Background: an optimization exercise with open tools, aiming at small area. Do not read the settings as production practice. In this exercise RTL edits were held to simulation tests only and were not proved equivalent to the original. Power figures rest on the tool's default switching activity, not on a simulated workload.

File: flow/design.v
module APB_ao22 (
    input  a1, a2, b1, b2,
    output y
);
    assign y = (a1 & a2) | (b1 & b2);
endmodule
module APB_aoi222 (
    input  a1, a2, b1, b2, c1, c2,
    output y
);
    assign y = ~((a1 & a2) | (b1 & b2) | (c1 & c2));
endmodule
module APB_ao6x2 (
    input  [5:0] s,
    input  [5:0] d,
    output y
);
    wire lo_n, hi_n;
    APB_aoi222 g0 (.a1(s[0]), .a2(d[0]), .b1(s[1]), .b2(d[1]), .c1(s[2]), .c2(d[2]), .y(lo_n));
    APB_aoi222 g1 (.a1(s[3]), .a2(d[3]), .b1(s[4]), .b2(d[4]), .c1(s[5]), .c2(d[5]), .y(hi_n));
    assign y = ~(lo_n & hi_n);
endmodule
module APB_WRAPPER(
    input PCLK,
    input PRESETn,
    input TRANSFER,
    input [31:0] address,
    input [31:0] write_data,
    input write_en,
    output reg [31:0] read_data
);
    localparam IDLE  = 3'b000;
    localparam SETUP = 3'b001;
    localparam W1    = 3'b010;
    localparam W2    = 3'b011;
    localparam W3    = 3'b100;
    localparam R1    = 3'b101;
    localparam R2    = 3'b110;
    localparam R3    = 3'b111;
    reg [2:0] state;
    reg [2:0] next_state;
    always @(*) begin
        case (state)
            IDLE:    next_state = TRANSFER ? SETUP : IDLE;
            SETUP:   next_state = write_en ? W1 : R1;
            W1:      next_state = W2;
            W2:      next_state = W3;
            R1:      next_state = R2;
            R2:      next_state = R3;
            default: next_state = IDLE;
        endcase
    end
    always @(posedge PCLK or negedge PRESETn) begin
        if (!PRESETn)
            state <= IDLE;
        else
            state <= next_state;
    end
    genvar g;
    reg [1:0] rot;
    always @(posedge PCLK)
        rot <= rot + 2'd1;
    wire cap  = (state == SETUP);
    wire capn = ~cap;
    reg  [2:0] taddr;
    reg        pend;
    wire [3:0] cap_d;
    wire [3:0] cap_in  = {write_en, address[2:0]};
    wire [3:0] cap_old = {pend, taddr};
    generate
        for (g = 0; g < 4; g = g + 1) begin : capm
            APB_ao22 m (.a1(cap), .a2(cap_in[g]), .b1(capn), .b2(cap_old[g]), .y(cap_d[g]));
        end
    endgenerate
    always @(posedge PCLK)
        {pend, taddr} <= cap_d;
    reg [31:0] ring0 [0:3];
    reg [31:0] ring1 [0:3];
    reg [31:0] hbuf;
    wire at_slot0 = pend & (taddr[1:0] == rot);
    wire wr0  = at_slot0 & ~taddr[2];
    wire wr1  = at_slot0 &  taddr[2];
    wire wr0n = ~wr0;
    wire wr1n = ~wr1;
    wire [31:0] in0, in1;
    generate
        for (g = 0; g < 32; g = g + 1) begin : wr
            APB_ao22 m0 (.a1(wr0), .a2(hbuf[g]), .b1(wr0n), .b2(ring0[0][g]), .y(in0[g]));
            APB_ao22 m1 (.a1(wr1), .a2(hbuf[g]), .b1(wr1n), .b2(ring1[0][g]), .y(in1[g]));
        end
    endgenerate
    always @(posedge PCLK) begin
        ring0[0] <= ring0[1];
        ring0[1] <= ring0[2];
        ring0[2] <= ring0[3];
        ring0[3] <= in0;
        ring1[0] <= ring1[1];
        ring1[1] <= ring1[2];
        ring1[2] <= ring1[3];
        ring1[3] <= in1;
    end
    wire [1:0] rslot = taddr[1:0] - rot;
    wire rd_cap = ((state == R1) | (state == R2)) & ~rslot[0];
    wire [5:0] h_s, h_d;
    assign h_s[0] = cap & write_en;
    assign h_s[1] = rd_cap & ~taddr[2] & ~rslot[1];
    assign h_s[2] = rd_cap & ~taddr[2] &  rslot[1];
    assign h_s[3] = rd_cap &  taddr[2] & ~rslot[1];
    assign h_s[4] = rd_cap &  taddr[2] &  rslot[1];
    assign h_s[5] = ~(h_s[0] | rd_cap);
    wire [31:0] h_next;
    generate
        for (g = 0; g < 32; g = g + 1) begin : hm
            APB_ao6x2 m (.s(h_s),
                         .d({hbuf[g], ring1[2][g], ring1[0][g], ring0[2][g], ring0[0][g], write_data[g]}),
                         .y(h_next[g]));
        end
    endgenerate
    always @(posedge PCLK)
        hbuf <= h_next;
    wire load  = (state == R3);
    wire loadn = ~load;
    wire [31:0] rd_next;
    generate
        for (g = 0; g < 32; g = g + 1) begin : rm
            APB_ao22 m (.a1(load), .a2(hbuf[g]), .b1(loadn), .b2(read_data[g]), .y(rd_next[g]));
        end
    endgenerate
    always @(posedge PCLK or negedge PRESETn) begin
        if (!PRESETn)
            read_data <= 32'b0;
        else
            read_data <= rd_next;
    end
endmodule
File: flow/flow/run.sh
#!/bin/bash
# Own layout flow: the standard flow with every synthesised cell first
# set to its smallest size, smaller port buffers, and a clock tree without
# dummy loads. make's output goes to ./flow_make.log, each step's to ORFS's logs.
set -euo pipefail
here=$(pwd)
export PRE_FLOORPLAN_TCL="$here/flow/downsize.tcl"
export BUFFER_PORTS_ARGS="-buffer_cell sky130_fd_sc_hd__buf_1"
export CTS_ARGS="-sink_clustering_enable -repair_clock_nets -dont_use_dummy_load -buf_list {sky130_fd_sc_hd__clkbuf_4 sky130_fd_sc_hd__clkbuf_8} -sink_clustering_size 20 -sink_clustering_max_diameter 50"
bash standard.sh finish > flow_make.log 2>&1
File: flow/flow/downsize.tcl
# Before floorplan: set every cell to the smallest-area drive strength of its
# own family (same function and pins). Later repair steps size cells up and
# buffer nets again wherever slew, capacitance or timing needs it.
set db [ord::get_db]
set block [[$db getChip] getBlock]
set best [dict create]
foreach lib [$db getLibs] {
  foreach m [$lib getMasters] {
    set name [$m getName]
    if {[string match "*lpflow*" $name] || [string match "*probe*" $name]} { continue }
    if {![regexp {^(sky130_fd_sc_hd__[a-z0-9]+)_([0-9]+)$} $name -> fam n]} { continue }
    set lc [get_lib_cells $name]
    if {$lc eq "" || [get_property $lc dont_use]} { continue }
    set area [expr {[$m getWidth] * [$m getHeight]}]
    if {![dict exists $best $fam] || $area < [lindex [dict get $best $fam] 1]} {
      dict set best $fam [list $m $area]
    }
  }
}
set n_swapped 0
foreach inst [$block getInsts] {
  set name [[$inst getMaster] getName]
  if {![regexp {^(sky130_fd_sc_hd__[a-z0-9]+)_([0-9]+)$} $name -> fam n]} { continue }
  if {![dict exists $best $fam]} { continue }
  set m [lindex [dict get $best $fam] 0]
  if {[$m getName] ne $name} {
    $inst swapMaster $m
    incr n_swapped
  }
}
puts "downsize.tcl: swapped $n_swapped cells to their smallest size"
File: flow/standard.sh
#!/bin/bash
# synth_recipe.tcl (not shown) runs the flow's synth.tcl, then flattens the netlist and writes it again
# the make line also repeats each setting of config.mk as NAME=value (left out here)
make -C /OpenROAD-flow-scripts/flow DESIGN_CONFIG=/design/flow/config.mk WORK_HOME=/design/flow/orfs CLKGATE_MAP_FILE= SYNTH_SCRIPT=/design/flow/synth_recipe.tcl "${@:-finish}"
File: flow/config.mk
export PLATFORM = sky130hd
export DESIGN_NAME = APB_WRAPPER
export DESIGN_NICKNAME = APB_WRAPPER
export VERILOG_FILES = /design/flow/design.v
export SDC_FILE = /design/flow/constraint.sdc
export NUM_CORES = 4
export LEC_CHECK = 0
export CAP_MARGIN = 20
export CORE_MARGIN = 2
export CORE_UTILIZATION = 70
export PLACE_DENSITY = 0.85
export SLEW_MARGIN = 20
export SYNTH_HIERARCHICAL = 1
export SYNTH_MINIMUM_KEEP_SIZE = 0
File: flow/constraint.sdc
create_clock -name core_clock -period 5.0 [get_ports {PCLK}]
set_input_delay 1.0000 -clock core_clock [delete_from_list [all_inputs] [get_ports {PCLK}]]
set_output_delay 1.0000 -clock core_clock [all_outputs]
set_load 0.01 [all_outputs]
==> results of run 1 <==
-- path summary, 6_finish.rpt --
check | to | slack, ps | cells after the start
max | hbuf[7]$_DFF_P_ | 2590 | 7
min | ring1[2][5]$_DFF_P_ | 310 | 0
max reg2reg | hbuf[7]$_DFF_P_ | 2590 | 7
min reg2reg | ring1[2][5]$_DFF_P_ | 310 | 0
max in group asynchronous | read_data[30]$_DFF_PN0_ | 3770 | 1
min in group asynchronous | read_data[28]$_DFF_PN0_ | 610 | 1
-- final cells by class --
type / instances / area, sq um / area share [%]
sequential: 329 / 6761 / 71.64
multi-input combinational: 227 / 1859 / 19.70
tap: 147 / 183.9 / 1.949
timing repair buffer: 80 / 339.1 / 3.593
clock buffer: 20 / 275.3 / 2.917
inverter: 5 / 18.77 / 0.1989
-- synth_stat cells (2+ instances only) --
cell,count
and3_1,4
nand2b_1,4
nand3_1,2
nor2_1,3
a21oi_1,3
a22o_1,100
dfrtp_1,35
a222oi_1,64
dfxtp_1,294
o21ai_0,2
inv_1,5
xnor2_1,2
nor3_1,2
and2_1,2
xor2_1,3
nand2_1,33
-- modules after synthesis, one instance, submodules excluded --
module | flip-flops and latches | copies in the design | cells inside
APB_WRAPPER | 329 | 1 | 366
APB_aoi222 | 0 | 64 | 1
APB_ao22 | 0 | 100 | 1
APB_ao6x2 | 0 | 32 | 1
-- through the flow --
step | cell area (sq um) | setup WS [ps]
2_1_floorplan | 8615 | 2156
3_3_place_gp | 9163 | 2602
3_5_place_dp | 9163 | 2514
4_1_cts | 9438 | 2629
5_1_grt | 9438 | 2431
6_report | 9438 | 2590
-- sequential cells by signal, summed over array words and instances, names as in the netlist --
signal / cells
ring0: 128
ring1: 128
hbuf: 32
read_data: 32
state: 3
taddr: 3
rot: 2
pend: 1
-- logic make-up (layout without fill, tap and decap cells) --
group                      after synthesis  after routing  synth area share [%]
DFF                                    329            329                 78.49
AOI/OAI and AO/OA                      170            170                 18.00
and+or+nand+nor                         51             51                 2.600
buffers and inverters                    6            105                0.2614
xor gates and xnor gates                 5              5                0.5084
adders and majority gates                1              1                0.1452
-- worst max-delay path: stages, from the launching register on --
cell,delay [ps]
dfxtp_1,350
inv_1,60
ha_1,300
nand3_1,140
nor3_2,770
buf_4,480
a222oi_1,130
nand2_1,100
-- power by group through the flow --
stage,registers [mW],clock network [mW],logic [mW]
3_3_place_gp,3.91,0,1.04
2_1_floorplan,3.87,0,0.656
4_1_cts,3.93,1.09,1.09
5_1_grt,4.02,1.18,1.19
6_report,3.94,1.08,1.10
3_5_place_dp,3.98,0,1.08
-- routing by layer --
metal | vias to the layer above | part of all wire, % | wire length [um] | global-route usage [%]
li1 | 2375 | - | - | -
met1 | 2647 | 42 | 7739 | 41.02
met2 | 274 | 46 | 8419 | 44.16
met3 | 33 | 9.3 | 1700 | 4.797
met4 | 0 | 2.0 | 369 | 7.871
met5 | - | 0 | 0 | 0
==> run notes, run 1 <==
Final setup viols 0; Tmin final 2410 ps; Total GRT Usage around 28%; number of max-cap violations 0; First-pass DRT Iterations 6; worst skew pair latency approximately 500 ps; f_max just over 400 MHz; Post-DP HPWL about 10 mm; Post-synth ARST share between 10% and 20%; Sequential Power Share between 60% and 70%; post_cts resized 0; clock slew at reported path FFs approximately 110 ps; Seq cells post-synth about 330; WL per Instance about 23 um; Post-CTS Setup Bufs 0; R2R Path Start taddr[0]$_DFF_P_; Non-Filler Instances between 800 and 900; die area 13210 sq um; CTS Buf Count 20; largest net degree at the start of global routing 36; Comb pwr share between 10% and 20%; Syn Std Cell Area around 8600 sq um; hold_ws about 300 ps; VDD IR max 0.0004103 V; final hold vios 0; placed cells 788; CTS Hold Bufs 0; initial antenna violation count 0; kind of critical path register to register; Remaining DRCs 0; Synth area leaders dfxtp_1, a22o_1, dfrtp_1, a222oi_1, nand2_1; share of cells above drive strength 1 5.295%; initial drt markers slightly below 800; Synth Flop Type dfxtp_1; crit path launch taddr[0]$_DFF_P_; H-tree levels 1; P&R area growth vs syn 9.557%; top-area cell type share of the netlist area 68.32%; GP Congestion ~0.78; Die Width between 100 and 150 um; Final Skew around 25 ps; clock power share 17.6%; most frequent cells in the layout dfxtp_1, a22o_1, buf_1; Root Buffer clkbuf_8; CP Data Arrival Time 2840 ps; switching power 1.811 mW; io pins 100; vias in the first global route 5464; hold_sp ring1[3][5]$_DFF_P_; Antenna diodes 0; commonest non-fill, non-tap cell in the layout dfxtp_1; WL final ~18 mm; Finished Core Util approximately four fifths; P_int 4.304 mW; Avg Synthesized Cell Area 15.33 sq um; Core ar. between 10000 and 15000 sq um; syn_nets between 600 and 700; crit path launch type register; Ys Warns 11; IO Port Bufs 70; worst hold path class register to register; count of different cell masters after synthesis 20; Final Cycle Share 48.21%; leakage 3.926 nW; Syn Inst Count around 560; TritonCTS clock tree yes; Worst Path Required between 5000 and 6000 ps; Least-Margin Pin Slew between 1000 and 1500 ps; Initial Utilization between 70% and 80%; Die Ht between 100 and 150 um; Max clock buf depth 3; global-route wire length before repair roughly 29 mm; P per Cell Area ~650 nW/um^2; antenna viol nets, final 0; Max-slew headroom 27.71%; Max Slew Vio Count 0; switch share between 20% and 30%; clk sink count between 300 and 400; final net count 732; Fillers between 600 and 700; Rows 40; EDFF count, synth 0; RSZ-0062 raised after global routing false; DR vias/cell between 6 and 7; Crit Path Max Fanout 23; total gr overflow 0; status no timing/DRC/antenna violations; cell taking the most area after synthesis dfxtp_1; routed via count 5329; sequential share of the synthesized area 78.49%; endpoint type of the worst setup path register; setup TNS 0 ps; Power, Total a little over 6 mW
==> run 2, diff against run 1 <==
==> flow/flow/run.sh (replaced) <==
#!/bin/bash
# Own layout flow: the standard flow with every synthesised cell first
# set to its smallest size, smaller port buffers, and a clock tree without
# dummy loads. make's output goes to ./flow_make.log, each step's to ORFS's logs.
set -euo pipefail
here=$(pwd)
export PRE_FLOORPLAN_TCL="$here/flow/downsize.tcl"
export BUFFER_PORTS_ARGS="-buffer_cell sky130_fd_sc_hd__buf_1"
export CTS_ARGS="-sink_clustering_enable -repair_clock_nets -dont_use_dummy_load -buf_list {sky130_fd_sc_hd__clkbuf_8} -root_buf sky130_fd_sc_hd__clkbuf_4 -tree_buf sky130_fd_sc_hd__clkbuf_4 -sink_clustering_size 20 -sink_clustering_max_diameter 50"
bash standard.sh finish > flow_make.log 2>&1
==> run notes, run 2 <==
initial drt markers 614 (was 772); H-tree levels 1 (unchanged); Post-CTS Setup Bufs 0 (unchanged); CTS Buf Count 20 (unchanged); Rows 40 (unchanged); antenna viol nets, final 0 (unchanged); routed via count 5318 (was 5329); WL final 18.24 mm (was 18.23 mm); clk sink count 329 (unchanged); Die Ht 114.9 um (unchanged); P&R area growth vs syn 9.339% (was 9.557%); TritonCTS clock tree yes (unchanged); CTS Hold Bufs 0 (unchanged); count of different cell masters after synthesis 20 (unchanged); Worst Path Required 5540 ps (was 5430 ps); Synth Flop Type dfxtp_1 (unchanged); Remaining DRCs 0 (unchanged); switching power 1.813 mW (was 1.811 mW); top flop regs ring0 (128), ring1 (128) (unchanged); Syn Std Cell Area 8615 sq um (unchanged); RSZ-0062 raised after global routing false (unchanged); final hold vios 0 (unchanged); worst hold path class register to register (unchanged); sequential share of the synthesized area 78.49% (unchanged); pre-CTS WS 2514 ps (unchanged); largest net degree at the start of global routing 36 (unchanged); syn_nets 631 (unchanged); Final Cycle Share 47.60% (was 48.21%); post_cts resized 0 (unchanged); clock slew at reported path FFs 120 ps (was 110 ps); cell taking the most area after synthesis dfxtp_1 (unchanged); Initial Utilization 71.72% (unchanged); die area 13210 sq um (unchanged); global-route wire length before repair 28.70 mm (was 28.80 mm); Core ar. 12010 sq um (unchanged); Post-synth top cells dfxtp_1, a22o_1, a222oi_1 (unchanged); status no timing/DRC/antenna violations (unchanged); P_int 4.273 mW (was 4.304 mW); Tmin final 2380 ps (was 2410 ps); leakage 3.919 nW (was 3.926 nW); Synth area leaders dfxtp_1, a22o_1, dfrtp_1, a222oi_1, nand2_1 (unchanged); r2r setup slk 2620 ps (was 2590 ps); vias in the first global route 5497 (was 5464); clock power share 17.2% (was 17.6%); Root Buffer clkbuf_4 (was clkbuf_8); dominant cell by count in the synthesized netlist dfxtp_1 (unchanged); Antenna diodes 0 (unchanged); DR vias/cell 6.582 (was 6.595); final net count 732 (unchanged); number of max-cap violations 0 (unchanged); initial antenna violation count 0 (unchanged); Avg Synthesized Cell Area 15.33 sq um (unchanged); Die Width 114.9 um (unchanged); f_max 420.2 MHz (was 414.9 MHz); Final Worst Setup Slack 2620 ps (was 2590 ps); Ys Warns 11 (unchanged); CP Data Arrival Time 2920 ps (was 2840 ps); Least-Margin Pin Slew 1099 ps (was 1082 ps); setup TNS 0 ps (unchanged); endpoint type of the worst setup path register (unchanged); Max clock buf depth 3 (unchanged); worst skew pair latency 620 ps (was 510 ps); crit path launch type register (unchanged); Power, Total 6.086 mW (was 6.115 mW); Final setup viols 0 (unchanged); share of cells above drive strength 1 5.295% (unchanged); P per Cell Area 646.2 nW/um^2 (was 647.9 nW/um^2); Sequential Power Share 64.7% (was 64.4%); WL per Instance 22.58 um (was 22.56 um); Crit Path Max Fanout 23 (unchanged); Final Skew 29.09 ps (was 25.15 ps); EDFF count, synth 0 (unchanged); First-pass DRT Iterations 6 (unchanged); most frequent cells in the layout dfxtp_1, a22o_1, buf_1 (unchanged); GP Congestion 0.7774 (unchanged); switch share 29.79% (was 29.61%); Total GRT Usage 27.98% (was 28.09%); IO Port Bufs 70 (unchanged); commonest non-fill, non-tap cell in the layout dfxtp_1 (unchanged); kind of critical path register to register (unchanged); Syn Inst Count 562 (unchanged); VDD IR max 0.0004119 V (was 0.0004103 V); total gr overflow 0 (unchanged); top-area cell type share of the netlist area 68.32% (unchanged); Comb pwr share 18.1% (was 18.0%); Post-synth ARST share 10.64% (unchanged); Max-slew headroom 26.54% (was 27.71%); io pins 100 (unchanged); Max Slew Vio Count 0 (unchanged); Fillers 685 (was 684); Post-DP HPWL 10.21 mm (unchanged); Seq cells post-synth 329 (unchanged)
## run 2: power groups by stage
stage	registers [mW]	clock network, mW	logic, mW
floorplan	3.87	0	0.656
global placement	3.91	0	1.04
detailed placement	3.98	0	1.08
CTS	3.93	1.05	1.09
global route	4.02	1.15	1.19
finish	3.94	1.04	1.10
## run 2: path summary, 6_finish.rpt
| kind | start | endpoint | depth (start not counted) |
|---|---|---|---|
| max | state[0]$_DFF_PN0_ | hbuf[30]$_DFF_P_ | 6 |
| max in group asynchronous | PRESETn | read_data[30]$_DFF_PN0_ | 1 |
| max reg2reg | state[0]$_DFF_PN0_ | hbuf[30]$_DFF_P_ | 6 |
| min reg2reg | ring1[3][5]$_DFF_P_ | ring1[2][5]$_DFF_P_ | 0 |
| min | ring1[3][5]$_DFF_P_ | ring1[2][5]$_DFF_P_ | 0 |
| min in group asynchronous | PRESETn | read_data[28]$_DFF_PN0_ | 1 |
## run 2: worst max-delay path: stages, from the launching register on
cell	delay, ps
dfrtp_1	470
xor2_1	210
nand3_1	160
nor3_2	760
buf_4	470
a222oi_1	130
nand2_1	90
## run 2: per-stage QoR
stage | area [sq um] | util, % | cells | hold slack, ps
global placement | 9163 | 76.28 | 788 | 311.0
global route | 9419 | 78.42 | 808 | 295.0
finish | 9419 | 78.42 | 808 | 304.5
detailed placement | 9163 | 76.28 | 788 | 312.1
CTS | 9419 | 78.42 | 808 | 320.7
floorplan | 8615 | - | 562 | 309.6
## run 2: cells by family (layout without fill, tap and decap cells)
logic type               count (synthesis)  count (layout)  share of synthesized area (%)
flip-flops                             329             329                          78.49
AO/OA/AOI/OAI                          170             170                          18.00
AND/OR/NAND/NOR                         51              51                          2.600
buffers and inverters                    6             105                         0.2614
XOR/XNOR                                 5               5                         0.5084
adder cells (fa/ha/maj)                  1               1                         0.1452
## run 2: cell type report
type	instances	area (sq um)	share of cell area (%)
flip-flops and latches	329	6761	71.79
inverters	5	18.77	0.1993
multi-input cells	227	1859	19.74
repair buffers	80	339.1	3.600
well taps	147	183.9	1.953
clock buffers	20	256.5	2.723
## run 2: Yosys stat by module, one instance, submodules excluded
module | times used | area (sq um)
APB_aoi222 | 64 | 10.01
APB_WRAPPER | 1 | 6978
APB_ao6x2 | 32 | 3.754
APB_ao22 | 100 | 8.758
## run 2: layer usage
layer	global-route usage (%)	wire, um	vias up
met5	0	0	-
met4	8.835	389	0
met3	5.377	1578	38
met2	43.41	8390	269
met1	40.53	7883	2633
li1	-	-	2378
==> run 3, diff against run 2 <==
==> flow/flow/run.sh (replaced) <==
#!/bin/bash
# Own layout flow: the standard flow with every synthesised cell first
# set to its smallest size, smaller port buffers, and a clock tree without
# dummy loads. make's output goes to ./flow_make.log, each step's to ORFS's logs.
set -euo pipefail
here=$(pwd)
export PRE_FLOORPLAN_TCL="$here/flow/downsize.tcl"
export BUFFER_PORTS_ARGS="-buffer_cell sky130_fd_sc_hd__buf_1"
export CTS_ARGS="-sink_clustering_enable -repair_clock_nets -dont_use_dummy_load -buf_list {sky130_fd_sc_hd__clkbuf_8} -root_buf sky130_fd_sc_hd__clkbuf_4 -tree_buf sky130_fd_sc_hd__clkbuf_4 -sink_clustering_size 22 -sink_clustering_max_diameter 45"
bash standard.sh finish > flow_make.log 2>&1
==> run notes, run 3 <==
worst skew pair latency 640 ps (was 620 ps); setup TNS 0 ps (unchanged); Syn Inst Count 562 (unchanged); pre-CTS WS 2514 ps (unchanged); initial antenna violation count 1 (was 0); VDD IR max 0.0004126 V (was 0.0004119 V); Tmin final 2426 ps (was 2380 ps); Synth area leaders dfxtp_1, a22o_1, dfrtp_1, a222oi_1, nand2_1 (unchanged); Final Skew 43.26 ps (was 29.09 ps); Max-slew headroom 27.10% (was 26.54%); number of max-cap violations 0 (unchanged); Root Buffer clkbuf_4 (unchanged); post_cts resized 0 (unchanged); die area 13210 sq um (unchanged); EDFF count, synth 0 (unchanged); total gr overflow 0 (unchanged); Crit Path Max Fanout 23 (unchanged); Total GRT Usage 27.87% (was 27.98%); routed via count 5299 (was 5318); clock slew at reported path FFs 110 ps (was 120 ps); largest net degree at the start of global routing 36 (unchanged); leakage 3.940 nW (was 3.919 nW); GP Congestion 0.7774 (unchanged); dominant cell by count in the synthesized netlist dfxtp_1 (unchanged); Ys Warns 11 (unchanged); syn_nets 631 (unchanged); RSZ-0062 raised after global routing false (unchanged); sequential share of the synthesized area 78.49% (unchanged); most frequent cells in the layout dfxtp_1, a22o_1, buf_1 (unchanged); status no timing/DRC/antenna violations (unchanged); Die Ht 114.9 um (unchanged); DR vias/cell 6.518 (was 6.582); kind of critical path register to register (unchanged); Post-synth top cells dfxtp_1, a22o_1, a222oi_1 (unchanged); endpoint type of the worst setup path register (unchanged); Least-Margin Pin Slew 1091 ps (was 1099 ps); WL per Instance 22.34 um (was 22.58 um); final hold vios 0 (unchanged); Rows 40 (unchanged); Post-CTS Setup Bufs 0 (unchanged); CTS Buf Count 23 (was 20); IO Port Bufs 70 (unchanged); TritonCTS clock tree yes (unchanged); final net count 735 (was 732); top-area cell type share of the netlist area 68.32% (unchanged); Synth Flop Type dfxtp_1 (unchanged); worst hold path class register to register (unchanged); Max clock buf depth 3 (unchanged); Post-DP HPWL 10.21 mm (unchanged); top flop regs ring0 (128), ring1 (128) (unchanged); Seq cells post-synth 329 (unchanged); Die Width 114.9 um (unchanged); First-pass DRT Iterations 7 (was 6); P per Cell Area 648.3 nW/um^2 (was 646.2 nW/um^2); commonest non-fill, non-tap cell in the layout dfxtp_1 (unchanged); Worst Path Required 5540 ps (about the same); Avg Synthesized Cell Area 15.33 sq um (unchanged); Final setup viols 0 (unchanged); initial drt markers 733 (was 614); Syn Std Cell Area 8615 sq um (unchanged); Final Cycle Share 48.52% (was 47.60%); Post-synth ARST share 10.64% (unchanged); P&R area growth vs syn 9.877% (was 9.339%); antenna viol nets, final 0 (unchanged); H-tree levels 1 (unchanged); count of different cell masters after synthesis 20 (unchanged); cell taking the most area after synthesis dfxtp_1 (unchanged); WL final 18.16 mm (was 18.24 mm); f_max 412.2 MHz (was 420.2 MHz); vias in the first global route 5483 (was 5497); CTS Hold Bufs 0 (unchanged); Remaining DRCs 0 (unchanged); share of cells above drive strength 1 5.723% (was 5.295%); Max Slew Vio Count 0 (unchanged); Initial Utilization 71.72% (unchanged); clk sink count 329 (unchanged); Core ar. 12010 sq um (unchanged); Final Worst Setup Slack 2574 ps (was 2620 ps); crit path launch type register (unchanged); io pins 100 (unchanged); CP Data Arrival Time 2970 ps (was 2920 ps); global-route wire length before repair 28.63 mm (was 28.70 mm)
-- run 3: cell counts after synthesis --
Identical to the previous run, type by type.
-- run 3: kinds of logic (layout without fill, tap and decap cells) --
| group | after synthesis | after routing | synth area share [%] |
|---|---|---|---|
| buf+inv | 6 | 108 | 0.2614 |
| xor+xnor | 5 | 5 | 0.5084 |
| fa+ha+maj | 1 | 1 | 0.1452 |
| compound gates | 170 | 170 | 18.00 |
| other cells | 0 | 2 | 0 |
| flops | 329 | 329 | 78.49 |
| simple gates | 51 | 51 | 2.600 |
-- run 3: worst max-delay path, cell delays in order, from the launching register on --
cell,delay [ps]
dfxtp_1,360
xnor2_1,310
xnor2_1,150
nor3_2,790
buf_4,490
a222oi_1,130
nand2_1,90
-- run 3: metrics by stage --
step | util [%] | cell area (sq um) | hold slack (ps) | total power [mW] | std cells
after detailed placement | 76.28 | 9163 | 312.1 | 5.052 | 788
final | 78.80 | 9465 | 283.5 | 6.136 | 813
after CTS | 78.76 | 9460 | 283.4 | 6.137 | 811
after floorplan | - | 8615 | 309.6 | 4.528 | 562
after global placement | 76.28 | 9163 | 311.0 | 4.946 | 788
after global routing | 78.80 | 9465 | 291.3 | 6.414 | 813
-- run 3: metal layers --
metal	share of wire (%)	vias up	global-route usage (%)	routed length, um
met4	1.7	0	8.434	306
li1	-	2380	-	-
met2	46	228	43.65	8429
met3	7.8	28	4.902	1422
met5	0	-	0	0
met1	44	2663	40.46	8003
-- run 3: area by class of cell --
type                    count  area [sq um]
diodes                      2         5.005
flip-flops and latches    329          6761
repair buffers             80         339.1
clock buffers              23         297.8
fillers                   679          2546
inverters                   5         18.77
well taps                 147         183.9
multi-input cells         227          1859
-- run 3: path summary, 6_finish.rpt --
kind / slack, ps / end / cells past startpoint / from
max: 2570 / hbuf[28]$_DFF_P_ / 6 / rot[1]$_DFF_P_
min: 280 / ring1[0][31]$_DFF_P_ / 0 / ring1[1][31]$_DFF_P_
max in group asynchronous: 3880 / read_data[24]$_DFF_PN0_ / 1 / PRESETn
min reg2reg: 280 / ring1[0][31]$_DFF_P_ / 0 / ring1[1][31]$_DFF_P_
max reg2reg: 2570 / hbuf[28]$_DFF_P_ / 6 / rot[1]$_DFF_P_
min in group asynchronous: 490 / read_data[0]$_DFF_PN0_ / 1 / PRESETn
-- run 3: power by group --
| part | internal [mW] | switching [mW] | total, mW |
|---|---|---|---|
| clock network | 0.383 | 0.713 | 1.10 |
| registers | 3.48 | 0.466 | 3.94 |
| logic | 0.464 | 0.633 | 1.10 |
| total | 4.32 | 1.81 | 6.14 |
-- run 3: modules after synthesis, one instance, submodules excluded --
module / cells / flip-flops and latches / area [sq um] / times used
APB_WRAPPER: 366 / 329 / 6978 / 1
APB_ao22: 1 / 0 / 8.758 / 100
APB_aoi222: 1 / 0 / 10.01 / 64
APB_ao6x2: 1 / 0 / 3.754 / 32
==> run 4, diff against run 3 <==
==> flow/flow/run.sh (replaced) <==
#!/bin/bash
# Own layout flow: the standard flow with every synthesised cell first
# set to its smallest size, smaller port buffers, and a clock tree without
# dummy loads. make's output goes to ./flow_make.log, each step's to ORFS's logs.
set -euo pipefail
here=$(pwd)
export PRE_FLOORPLAN_TCL="$here/flow/downsize.tcl"
export BUFFER_PORTS_ARGS="-buffer_cell sky130_fd_sc_hd__buf_1"
export CTS_ARGS="-sink_clustering_enable -repair_clock_nets -dont_use_dummy_load -buf_list {sky130_fd_sc_hd__clkbuf_8} -root_buf sky130_fd_sc_hd__clkbuf_2 -tree_buf sky130_fd_sc_hd__clkbuf_2 -sink_clustering_size 20 -sink_clustering_max_diameter 50"
bash standard.sh finish > flow_make.log 2>&1
--- a/flow/config.mk
+++ b/flow/config.mk
@@ -8,6 +8,6 @@
 export CAP_MARGIN = 20
 export CORE_MARGIN = 2
-export CORE_UTILIZATION = 70
-export PLACE_DENSITY = 0.85
+export CORE_UTILIZATION = 75
+export PLACE_DENSITY = 0.9
 export SLEW_MARGIN = 20
 export SYNTH_HIERARCHICAL = 1
==> run notes, run 4 <==
status no timing/DRC/antenna violations (unchanged); Seq cells post-synth 329 (unchanged); Syn Inst Count 562 (unchanged); Final Cycle Share 55.10% (was 48.52%); io pins 100 (unchanged); Max clock buf depth 3 (unchanged); Least-Margin Pin Slew 1129 ps (was 1091 ps); leakage 3.917 nW (was 3.940 nW); clock slew at reported path FFs 120 ps (was 110 ps); share of cells above drive strength 1 5.446% (was 5.723%); vias in the first global route 5808 (was 5483); Final Worst Setup Slack 2245 ps (was 2574 ps); top-area cell type share of the netlist area 68.32% (unchanged); Max-slew headroom 24.54% (was 27.10%); H-tree levels 1 (unchanged); initial drt markers 671 (was 733); CP Data Arrival Time 3460 ps (was 2970 ps); EDFF count, synth 0 (unchanged); Die Ht 111.2 um (was 114.9 um); routed via count 5493 (was 5299); top flop regs ring0 (128), ring1 (128) (unchanged); Non-Filler Instances 805 (was 813); Power, Total 6.142 mW (was 6.136 mW); CTS Buf Count 20 (was 23); Max Slew Vio Count 0 (unchanged); dominant cell by count in the synthesized netlist dfxtp_1 (unchanged); P per Cell Area 652.7 nW/um^2 (was 648.3 nW/um^2); IO Port Bufs 70 (unchanged); WL final 19.69 mm (was 18.16 mm); First-pass DRT Iterations 7 (unchanged); Initial Utilization 76.09% (was 71.72%); f_max 363.0 MHz (was 412.2 MHz); kind of critical path register to register (unchanged); Ys Warns 11 (unchanged); Worst Path Required 5710 ps (was 5540 ps); initial antenna violation count 1 (unchanged); TritonCTS clock tree yes (unchanged); global-route wire length before repair 30.74 mm (was 28.63 mm); VDD IR max 0.0004636 V (was 0.0004126 V); Post-synth top cells dfxtp_1, a22o_1, a222oi_1 (unchanged); hold_sp ring0[1][16]$_DFF_P_ (was ring1[1][31]$_DFF_P_); Avg Synthesized Cell Area 15.33 sq um (unchanged); design area 9409 sq um (was 9465 sq um); Top Usage Layer GRT met2 (unchanged); endpoint type of the worst setup path register (unchanged); Hold Path Stages 0 (unchanged); R2R Path Start state[2]$_DFF_PN0_ (was rot[1]$_DFF_P_); placed cells 784 (was 788); Tmin final 2755 ps (was 2426 ps); largest net degree at the start of global routing 36 (unchanged); pre-CTS WS 2384 ps (was 2514 ps); count of different cell masters after synthesis 20 (unchanged); antenna viol nets, final 0 (unchanged); Syn Std Cell Area 8615 sq um (unchanged); met2 Resource Use GR 51.42% (was 43.65%); Post-DP HPWL 10.84 mm (was 10.21 mm); syn_nets 631 (unchanged); Remaining DRCs 0 (unchanged); Total GRT Usage 31.45% (was 27.87%); crit path launch type register (unchanged); setup TNS 0 ps (unchanged); most frequent cells in the layout dfxtp_1, a22o_1, buf_1 (unchanged); number of max-cap violations 0 (unchanged); final hold vios 0 (unchanged); total gr overflow 0 (unchanged); post_cts resized 0 (unchanged); worst skew pair latency 760 ps (was 640 ps); Post-CTS Setup Bufs 0 (unchanged); Hold Crit Endpoint ring0[0][16]$_DFF_P_ (was ring1[0][31]$_DFF_P_); commonest non-fill, non-tap cell in the layout dfxtp_1 (unchanged); WL per Instance 24.46 um (was 22.34 um); Placed Area 9158 sq um (was 9163 sq um); Post-synth ARST share 10.64% (unchanged); sequential share of the synthesized area 78.49% (unchanged); Rows 39 (was 40); DR vias/cell 6.824 (was 6.518); Die Width 111.2 um (was 114.9 um); R2R Path End read_data[2]$_DFF_PN0_ (was hbuf[28]$_DFF_P_); die area 12360 sq um (was 13210 sq um); worst hold path class register to register (unchanged); P&R area growth vs syn 9.223% (was 9.877%); RSZ-0062 raised after global routing false (unchanged); GP Congestion 0.7582 (was 0.7774); Final Skew 56.91 ps (was 43.26 ps); Core ar. 11320 sq um (was 12010 sq um); met1 usage 42.20% (was 40.46%); CTS Hold Bufs 0 (unchanged); met3 Use GR 5.413% (was 4.902%); Root Buffer clkbuf_2 (was clkbuf_4); cell taking the most area after synthesis dfxtp_1 (unchanged); Final setup viols 0 (unchanged); final net count 732 (was 735); r2r setup slk 2240 ps (was 2570 ps); Synth area leaders dfxtp_1, a22o_1, dfrtp_1, a222oi_1, nand2_1 (unchanged); clk sink count 329 (unchanged); reg2reg path depth 4 (was 6); Synth Flop Type dfxtp_1 (unchanged); Crit Path Max Fanout 34 (was 23)
==> run 4: cells by family after synthesis <==
family          synth area share (%)
buf+inv                       0.2614
simple gates                   2.600
flops                          78.49
fa+ha+maj                     0.1452
compound gates                 18.00
xor+xnor                      0.5084
==> run 4: area by class of cell <==
cell class / instances / area, sq um
flip-flops and latches: 329 / 6761
diodes: 1 / 2.502
clock buffers: 20 / 249.0
multi-input cells: 227 / 1859
fillers: 556 / 1912
well taps: 143 / 178.9
inverters: 5 / 18.77
repair buffers: 80 / 339.1
==> run 4: critical path: stages, from the launching register on <==
cell     delay, ps
dfrtp_1        520
nand3_2        740
inv_1          820
buf_4          400
a22o_1         220
==> run 4: layer usage <==
metal,wire length [um],vias to the layer above,share of wire [%]
met5,0,-,0
met4,386,0,2.0
met3,1652,35,8.4
met2,9713,302,49
met1,7940,2787,40
li1,-,2369,-
==> run 4: per-stage QoR <==
stage	hold slack, ps	utilization (%)
after detailed placement	312.1	80.89
after floorplan	309.6	-
after global placement	310.9	80.89
after global routing	305.3	83.11
final	303.9	83.11
after CTS	302.0	83.09
==> run 4: how the worst max path moves through the flow <==
stage / start / to / slack, ps / depth (start not counted)
floorplan: taddr[0]$_DFF_P_ / hbuf[0]$_DFF_P_ / 2160 / 6
global placement: state[2]$_DFF_PN0_ / read_data[0]$_DFF_PN0_ / 2440 / 4
detailed placement: state[2]$_DFF_PN0_ / read_data[2]$_DFF_PN0_ / 2380 / 4
CTS: state[2]$_DFF_PN0_ / read_data[30]$_DFF_PN0_ / 2270 / 4
global route: state[2]$_DFF_PN0_ / read_data[30]$_DFF_PN0_ / 2210 / 4
finish: state[2]$_DFF_PN0_ / read_data[2]$_DFF_PN0_ / 2240 / 4
==> run 4: modules after synthesis, one instance, submodules excluded <==
| module | area [sq um] | copies in the design | cells inside | flops+latches |
|---|---|---|---|---|
| APB_aoi222 | 10.01 | 64 | 1 | 0 |
| APB_ao6x2 | 3.754 | 32 | 1 | 0 |
| APB_ao22 | 8.758 | 100 | 1 | 0 |
| APB_WRAPPER | 6978 | 1 | 366 | 329 |
==> run 4: where the power goes <==
part | internal (mW) | switching (mW)
sequential | 3.48 | 0.487
combinational | 0.465 | 0.675
clock | 0.317 | 0.721
==> run 5, diff against run 4 <==
--- a/flow/config.mk
+++ b/flow/config.mk
@@ -8,6 +8,7 @@
 export CAP_MARGIN = 20
 export CORE_MARGIN = 2
-export CORE_UTILIZATION = 75
-export PLACE_DENSITY = 0.9
+export CORE_UTILIZATION = 70
+export GPL_TIMING_DRIVEN = 0
+export PLACE_DENSITY = 0.85
 export SLEW_MARGIN = 20
 export SYNTH_HIERARCHICAL = 1
==> run notes, run 5 <==
io pins 100 (unchanged); f_max 429.1 MHz (was 363.0 MHz); Die Width 114.9 um (was 111.2 um); WL per Instance 23.19 um (was 24.46 um); Final Skew 65.08 ps (was 56.91 ps); crit path launch type register (unchanged); Seq cells post-synth 329 (unchanged); die area 13210 sq um (was 12360 sq um); WL met1 7.969 mm (was 7.940 mm); post_cts resized 0 (unchanged); Power, Total 6.166 mW (was 6.142 mW); Final Cycle Share 46.61% (was 55.10%); cell family with most CP delay flip-flops (was buffers and inverters); routed via count 5347 (was 5493); Fillers 671 (was 556); IO Port Bufs 70 (unchanged); top-area cell type share of the netlist area 68.32% (unchanged); slowest cell delay on critical path 400 ps (was 820 ps); final net count 735 (was 732); multiplexer share of the synthesized area 0% (unchanged); Ys Warns 11 (unchanged); CTS Hold Bufs 0 (unchanged); final hold vios 0 (unchanged); CP Data Arrival Time 1330 ps (was 3460 ps); Tmin final 2331 ps (was 2755 ps); cell taking the most area after synthesis dfxtp_1 (unchanged); Core ar. 12010 sq um (was 11320 sq um); syn_nets 631 (unchanged); Least-Margin Pin Slew 807.4 ps (was 1129 ps); Final Worst Setup Slack 2669 ps (was 2245 ps); Max-slew headroom 46.17% (was 24.54%); H-tree levels 1 (unchanged); pre-CTS WS 2662 ps (was 2384 ps); Final setup viols 0 (unchanged); design area 9560 sq um (was 9409 sq um); WL final 18.83 mm (was 19.69 mm); RSZ-0062 raised after global routing false (unchanged); Finished Core Util 79.59% (was 83.11%); largest net degree at the start of global routing 33 (was 36); compound-cell area share of the yosys netlist 18.00% (unchanged); commonest non-fill, non-tap cell in the layout dfxtp_1 (unchanged); Root Buffer clkbuf_2 (unchanged); antenna viol nets, final 0 (unchanged); P per Cell Area 644.9 nW/um^2 (was 652.7 nW/um^2); worst hold path class input pin to asynchronous set/reset pin (was register to register); endpoint type of the worst setup path output pin (was register); VDD IR max 0.0004381 V (was 0.0004636 V); Post-CTS Setup Bufs 0 (unchanged); Critical path buffers and inverters 1 (was 2); Syn Std Cell Area 8615 sq um (unchanged); GP Congestion 0.7454 (was 0.7582); Initial Utilization 71.72% (was 76.09%); TritonCTS clock tree yes (unchanged); register area 6761 sq um (unchanged); leakage 3.972 nW (was 3.917 nW); met3 WL 1.371 mm (was 1.652 mm); count of different cell masters after synthesis 20 (unchanged); Synth area leaders dfxtp_1, a22o_1, dfrtp_1, a222oi_1, nand2_1 (unchanged); max layer used met4 (unchanged); simple logic cell fraction of the synthesized area 2.600% (unchanged); Total GRT Usage 28.74% (was 31.45%); placed cells 791 (was 784); clk sink count 329 (unchanged); initial drt markers 692 (was 671); share of cells above drive strength 1 6.777% (was 5.446%); kind of critical path register to output pin (was register to register); Die Ht 114.9 um (was 111.2 um); Remaining DRCs 0 (unchanged); Rows 40 (was 39); CTS Buf Count 20 (unchanged); Max Slew Vio Count 0 (unchanged); top flop regs ring0 (128), ring1 (128) (unchanged); clock slew at reported path FFs 120 ps (about the same); most frequent cells in the layout dfxtp_1, a22o_1, buf_1 (unchanged); global-route wire length before repair 29.48 mm (was 30.74 mm); Placed Area 9309 sq um (was 9158 sq um); Crit Path Max Fanout 2 (was 34); worst skew pair latency 750 ps (was 760 ps); DR vias/cell 6.585 (was 6.824); P&R area growth vs syn 10.98% (was 9.223%); critical-path cell list buf_1 (was nand3_2 > inv_1 > buf_4 > a22o_1); EDFF count, synth 0 (unchanged); multi-input logic area 1874 sq um (was 1859 sq um); First-pass DRT Iterations 7 (unchanged); Avg Synthesized Cell Area 15.33 sq um (unchanged); total gr overflow 0 (unchanged); largest family of logic cells by synthesized area compound AO/OA/AOI/OAI gates (unchanged); sequential share of the synthesized area 78.49% (unchanged); Synth Flop Type dfxtp_1 (unchanged); Worst Path Required 4000 ps (was 5710 ps); status no timing/DRC/antenna violations (unchanged); metal2 WL 8.983 mm (was 9.713 mm); CP max stage cell dfrtp_1 (was inv_1); setup TNS 0 ps (unchanged); dominant cell by count in the synthesized netlist dfxtp_1 (unchanged); vias in the first global route 5478 (was 5808); Max clock buf depth 3 (unchanged); Post-synth top cells dfxtp_1, a22o_1, a222oi_1 (unchanged); Non-Filler Instances 812 (was 805); Post-synth ARST share 10.64% (unchanged); Post-Synth Adder-Cell Area 0.1452% (unchanged); xor and xnor area share after synthesis 0.5084% (unchanged); hold_ws 156.1 ps (was 303.9 ps); Post-DP HPWL 11.38 mm (was 10.84 mm); Syn Inst Count 562 (unchanged); initial antenna violation count 1 (unchanged); number of max-cap violations 0 (unchanged)
-- run 5: cell count changes in the layout (fill, tap and decap cells not counted), moves of 2 or more --
cell,previous run,this run
buf_4,10,4
and3_2,0,2
and2_1,2,0
buf_6,0,2
and2_2,0,2
buf_16,0,4
buf_12,0,2
and3_1,4,2
-- run 5: worst paths after layout --
kind / start / to / cells after the start / slack, ps
worst max-delay path: read_data[7]$_DFF_PN0_ / read_data[7] / 1 / 2670
worst min-delay path: PRESETn / read_data[11]$_DFF_PN0_ / 1 / 160
worst max register to register: state[2]$_DFF_PN0_ / read_data[28]$_DFF_PN0_ / 5 / 2690
worst min register to register: ring1[3][16]$_DFF_P_ / ring1[2][16]$_DFF_P_ / 0 / 310
max in group asynchronous: PRESETn / read_data[28]$_DFF_PN0_ / 2 / 4320
min in group core_clock: ring1[3][16]$_DFF_P_ / ring1[2][16]$_DFF_P_ / 0 / 310
-- run 5: Yosys stat by module, one instance, submodules excluded --
module | flip-flops and latches | copies in the design | area, sq um
APB_WRAPPER | 329 | 1 | 6978
APB_aoi222 | 0 | 64 | 10.01
APB_ao22 | 0 | 100 | 8.758
APB_ao6x2 | 0 | 32 | 3.754
-- run 5: report_power, final --
| part | internal, mW | switching, mW |
|---|---|---|
| clock | 0.317 | 0.707 |
| combinational | 0.532 | 0.669 |
| sequential | 3.48 | 0.464 |
| total | 4.33 | 1.84 |
-- run 5: cell families (layout without fill, tap and decap cells) --
family | after synthesis | after routing
other cells | 0 | 1
xor+xnor | 5 | 5
fa+ha+maj | 1 | 1
buf+inv | 6 | 108
flops | 329 | 329
compound gates | 170 | 170
simple gates | 51 | 51
-- run 5: cell type report --
cell class                 count  area share, %
antenna                        1        0.02617
buffer                         1        0.03926
clock buffer                  20          2.604
inverter                       5         0.1963
multi-input combinational    227          19.60
sequential                   329          70.72
tap                          147          1.924
timing repair buffer          82          4.882
-- run 5: layer usage --
metal / track usage (%) / vias to the layer above
met5: 0 / -
met4: 9.558 / 0
met3: 4.059 / 47
met2: 46.75 / 253
met1: 40.46 / 2669
li1: - / 2378
==> run 6, diff against run 5 <==
--- a/flow/config.mk
+++ b/flow/config.mk
@@ -9,5 +9,4 @@
 export CORE_MARGIN = 2
 export CORE_UTILIZATION = 70
-export GPL_TIMING_DRIVEN = 0
 export PLACE_DENSITY = 0.85
 export SLEW_MARGIN = 20
==> run notes, run 6 <==
Antenna diodes 0 (was 1); P per Cell Area 645.2 nW/um^2 (was 644.9 nW/um^2); First-pass DRT Iterations 6 (was 7); WL per Instance 22.58 um (was 23.19 um); worst hold path class register to register (was input pin to asynchronous set/reset pin); RSZ-0062 raised after global routing false (unchanged); total gr overflow 0 (unchanged); top flop regs ring0 (128), ring1 (128) (unchanged); sequential share of the synthesized area 78.49% (unchanged); leakage 3.917 nW (was 3.972 nW); clk sink count 329 (unchanged); Avg Synthesized Cell Area 15.33 sq um (unchanged); cell family with most CP delay simple AND/OR/NAND/NOR gates (was flip-flops); global-route wire length before repair 28.78 mm (was 29.48 mm); DR vias/cell 6.623 (was 6.585); Initial Utilization 71.72% (unchanged); most frequent cells in the layout dfxtp_1, a22o_1, buf_1 (unchanged); P&R area growth vs syn 9.252% (was 10.98%); Critical path buffers and inverters 1 (unchanged); Max-slew headroom 27.25% (was 46.17%); met1 usage 40.35% (was 40.46%); Post-CTS Setup Bufs 0 (unchanged); largest net degree at the start of global routing 36 (was 33); number of max-cap violations 0 (unchanged); top-area cell type share of the netlist area 68.32% (unchanged); Rows 40 (unchanged); met3 Use GR 4.955% (was 4.059%); slowest cell delay on critical path 760 ps (was 400 ps); clock slew at reported path FFs 120 ps (about the same); worst skew pair latency 750 ps (about the same); Fillers 690 (was 671); CTS Hold Bufs 0 (unchanged); routed via count 5351 (was 5347); Ys Warns 11 (unchanged); Root Buffer clkbuf_2 (unchanged); hold_sp ring1[3][5]$_DFF_P_; crit path launch type register (unchanged); CTS Buf Count 20 (unchanged); Remaining DRCs 0 (unchanged); R2R Path Start state[0]$_DFF_PN0_ (was state[2]$_DFF_PN0_); CP max stage cell nor3_2 (was dfrtp_1); reg2reg path depth 6 (was 5); io pins 100 (unchanged); setup TNS 0 ps (unchanged); IO Port Bufs 70 (unchanged); Power, Total 6.073 mW (was 6.166 mW); TritonCTS clock tree yes (unchanged); Synth Flop Type dfxtp_1 (unchanged); Hold Crit Endpoint ring1[2][5]$_DFF_P_; r2r setup slk 2610 ps (was 2690 ps); endpoint type of the worst setup path register (was output pin); commonest non-fill, non-tap cell in the layout dfxtp_1 (unchanged); initial drt markers 693 (was 692); Synth area leaders dfxtp_1, a22o_1, dfrtp_1, a222oi_1, nand2_1 (unchanged); Seq cells post-synth 329 (unchanged); Final Skew 26.61 ps (was 65.08 ps); Core ar. 12010 sq um (unchanged); final hold vios 0 (unchanged); Final Cycle Share 47.75% (was 46.61%); Post-synth top cells dfxtp_1, a22o_1, a222oi_1 (unchanged); syn_nets 631 (unchanged); Max clock buf depth 3 (unchanged); dominant cell by count in the synthesized netlist dfxtp_1 (unchanged); R2R Path End hbuf[7]$_DFF_P_ (was read_data[28]$_DFF_PN0_); met2 Resource Use GR 44.16% (was 46.75%); WL final 18.24 mm (was 18.83 mm); Least-Margin Pin Slew 1089 ps (was 807.4 ps); Die Width 114.9 um (unchanged); vias in the first global route 5501 (was 5478); cell taking the most area after synthesis dfxtp_1 (unchanged); Post-synth ARST share 10.64% (unchanged); status no timing/DRC/antenna violations (unchanged); Finished Core Util 78.35% (was 79.59%); Syn Std Cell Area 8615 sq um (unchanged); critical-path cell list xor2_1 > nand3_1 > nor3_2 > buf_4 > a222oi_1 > nand2_1 (was buf_1); Post-DP HPWL 10.21 mm (was 11.38 mm); Crit Path Max Fanout 23 (was 2); share of cells above drive strength 1 5.295% (was 6.777%); Worst Path Required 5670 ps (was 4000 ps); VDD IR max 0.0004117 V (was 0.0004381 V); count of different cell masters after synthesis 20 (unchanged); Total GRT Usage 28.04% (was 28.74%); initial antenna violation count 0 (was 1); H-tree levels 1 (unchanged); Die Ht 114.9 um (unchanged); GP Congestion 0.7774 (was 0.7454); f_max 418.9 MHz (was 429.1 MHz); Max Slew Vio Count 0 (unchanged); CP Data Arrival Time 3050 ps (was 1330 ps); final net count 732 (was 735); Hold Path Stages 0; die area 13210 sq um (unchanged); Tmin final 2387 ps (was 2331 ps); Final setup viols 0 (unchanged); Top Usage Layer GRT met2 (unchanged); post_cts resized 0 (unchanged); kind of critical path register to register (was register to output pin); EDFF count, synth 0 (unchanged); antenna viol nets, final 0 (unchanged); Syn Inst Count 562 (unchanged)
[run 6: stage by stage]
step | cell area [sq um] | hold WS (ps) | worst slack, ps | cells
2_1_floorplan | 8615 | 309.6 | 2156 | 562
3_3_place_gp | 9163 | 311.0 | 2602 | 788
3_5_place_dp | 9163 | 312.1 | 2514 | 788
4_1_cts | 9412 | 320.6 | 2637 | 808
5_1_grt | 9412 | 278.8 | 2452 | 808
6_report | 9412 | 313.4 | 2613 | 808
[run 6: how the worst max path moves through the flow]
stage / startpoint / endpoint / slack (ps) / depth (start not counted)
after global routing: state[0]$_DFF_PN0_ / hbuf[7]$_DFF_P_ / 2450 / 6
after CTS: rot[1]$_DFF_P_ / hbuf[7]$_DFF_P_ / 2640 / 6
after global placement: write_en / hbuf[22]$_DFF_P_ / 2600 / 4
final: state[0]$_DFF_PN0_ / hbuf[7]$_DFF_P_ / 2610 / 6
after floorplan: taddr[0]$_DFF_P_ / hbuf[0]$_DFF_P_ / 2160 / 6
after detailed placement: write_en / hbuf[23]$_DFF_P_ / 2510 / 4
[run 6: metal layers]
| metal | vias to the layer above | share of wire, % | wire length, um |
|---|---|---|---|
| met5 | - | 0 | 0 |
| met4 | 0 | 2.1 | 374 |
| met3 | 36 | 8.9 | 1618 |
| met2 | 289 | 47 | 8567 |
| met1 | 2650 | 42 | 7681 |
| li1 | 2376 | - | - |
[run 6: per-module statistics from Yosys, one instance, submodules excluded]
| module | copies in the design | cell area [sq um] | cells inside | flops+latches |
|---|---|---|---|---|
| APB_ao22 | 100 | 8.758 | 1 | 0 |
| APB_aoi222 | 64 | 10.01 | 1 | 0 |
| APB_ao6x2 | 32 | 3.754 | 1 | 0 |
| APB_WRAPPER | 1 | 6978 | 366 | 329 |
[run 6: layout make-up]
class                      count  area (sq um)  share of cell area, %
timing repair buffer          80         339.1                  3.603
multi-input combinational    227          1859                  19.76
clock buffer                  20         249.0                  2.646
sequential                   329          6761                  71.84
inverter                       5         18.77                 0.1994
tap                          147         183.9                  1.954
[run 6: report_power, final]
group          internal, mW  total [mW]  switching, mW
sequential             3.48        3.94          0.466
combinational         0.464        1.10          0.638
clock                 0.317        1.03          0.712
[run 6: logic make-up after synthesis]
family,after synthesis,synth area share [%]
xor+xnor,5,0.5084
flops,329,78.49
compound gates,170,18.00
fa+ha+maj,1,0.1452
simple gates,51,2.600
buf+inv,6,0.2614

[re-timing with driven ports]
The results above use ideal ports. As a check the final layouts listed here were re-extracted and re-timed, cells and wires unchanged.
Step 1 sets driving cells, clkbuf_16 on the clock port and buf_2 on the other inputs (assumed; they add their load-dependent delay and slew).
Step 2 moves the port delays by t, midway between the first and last clock arrival at a register: inputs arrive t later, outputs are due t later. That takes back most of the time a late clock gives input paths.
Three values: ideal, step 1, step 2; two values: the first two.
run	t (ns)	setup WS [ns]	worst data-port slew with drivers (ns)
run 1	0.540	2.590 / 2.590 / 2.482	0.04
run 2	0.641	2.620 / 2.620 / 2.464	0.04
run 3	0.657	2.574 / 2.574 / 2.443	0.04
run 4	0.774	2.245 / 2.245 / 2.245	0.06
run 5	0.756	2.669 / 2.631 / 2.610	0.04
run 6	0.771	2.613 / 2.613 / 2.478	0.04
After both steps every run listed still meets setup and hold. The setup slack of run 2, which loses most, moves by 0.000 ns with the drivers and by -0.156 ns with both steps.
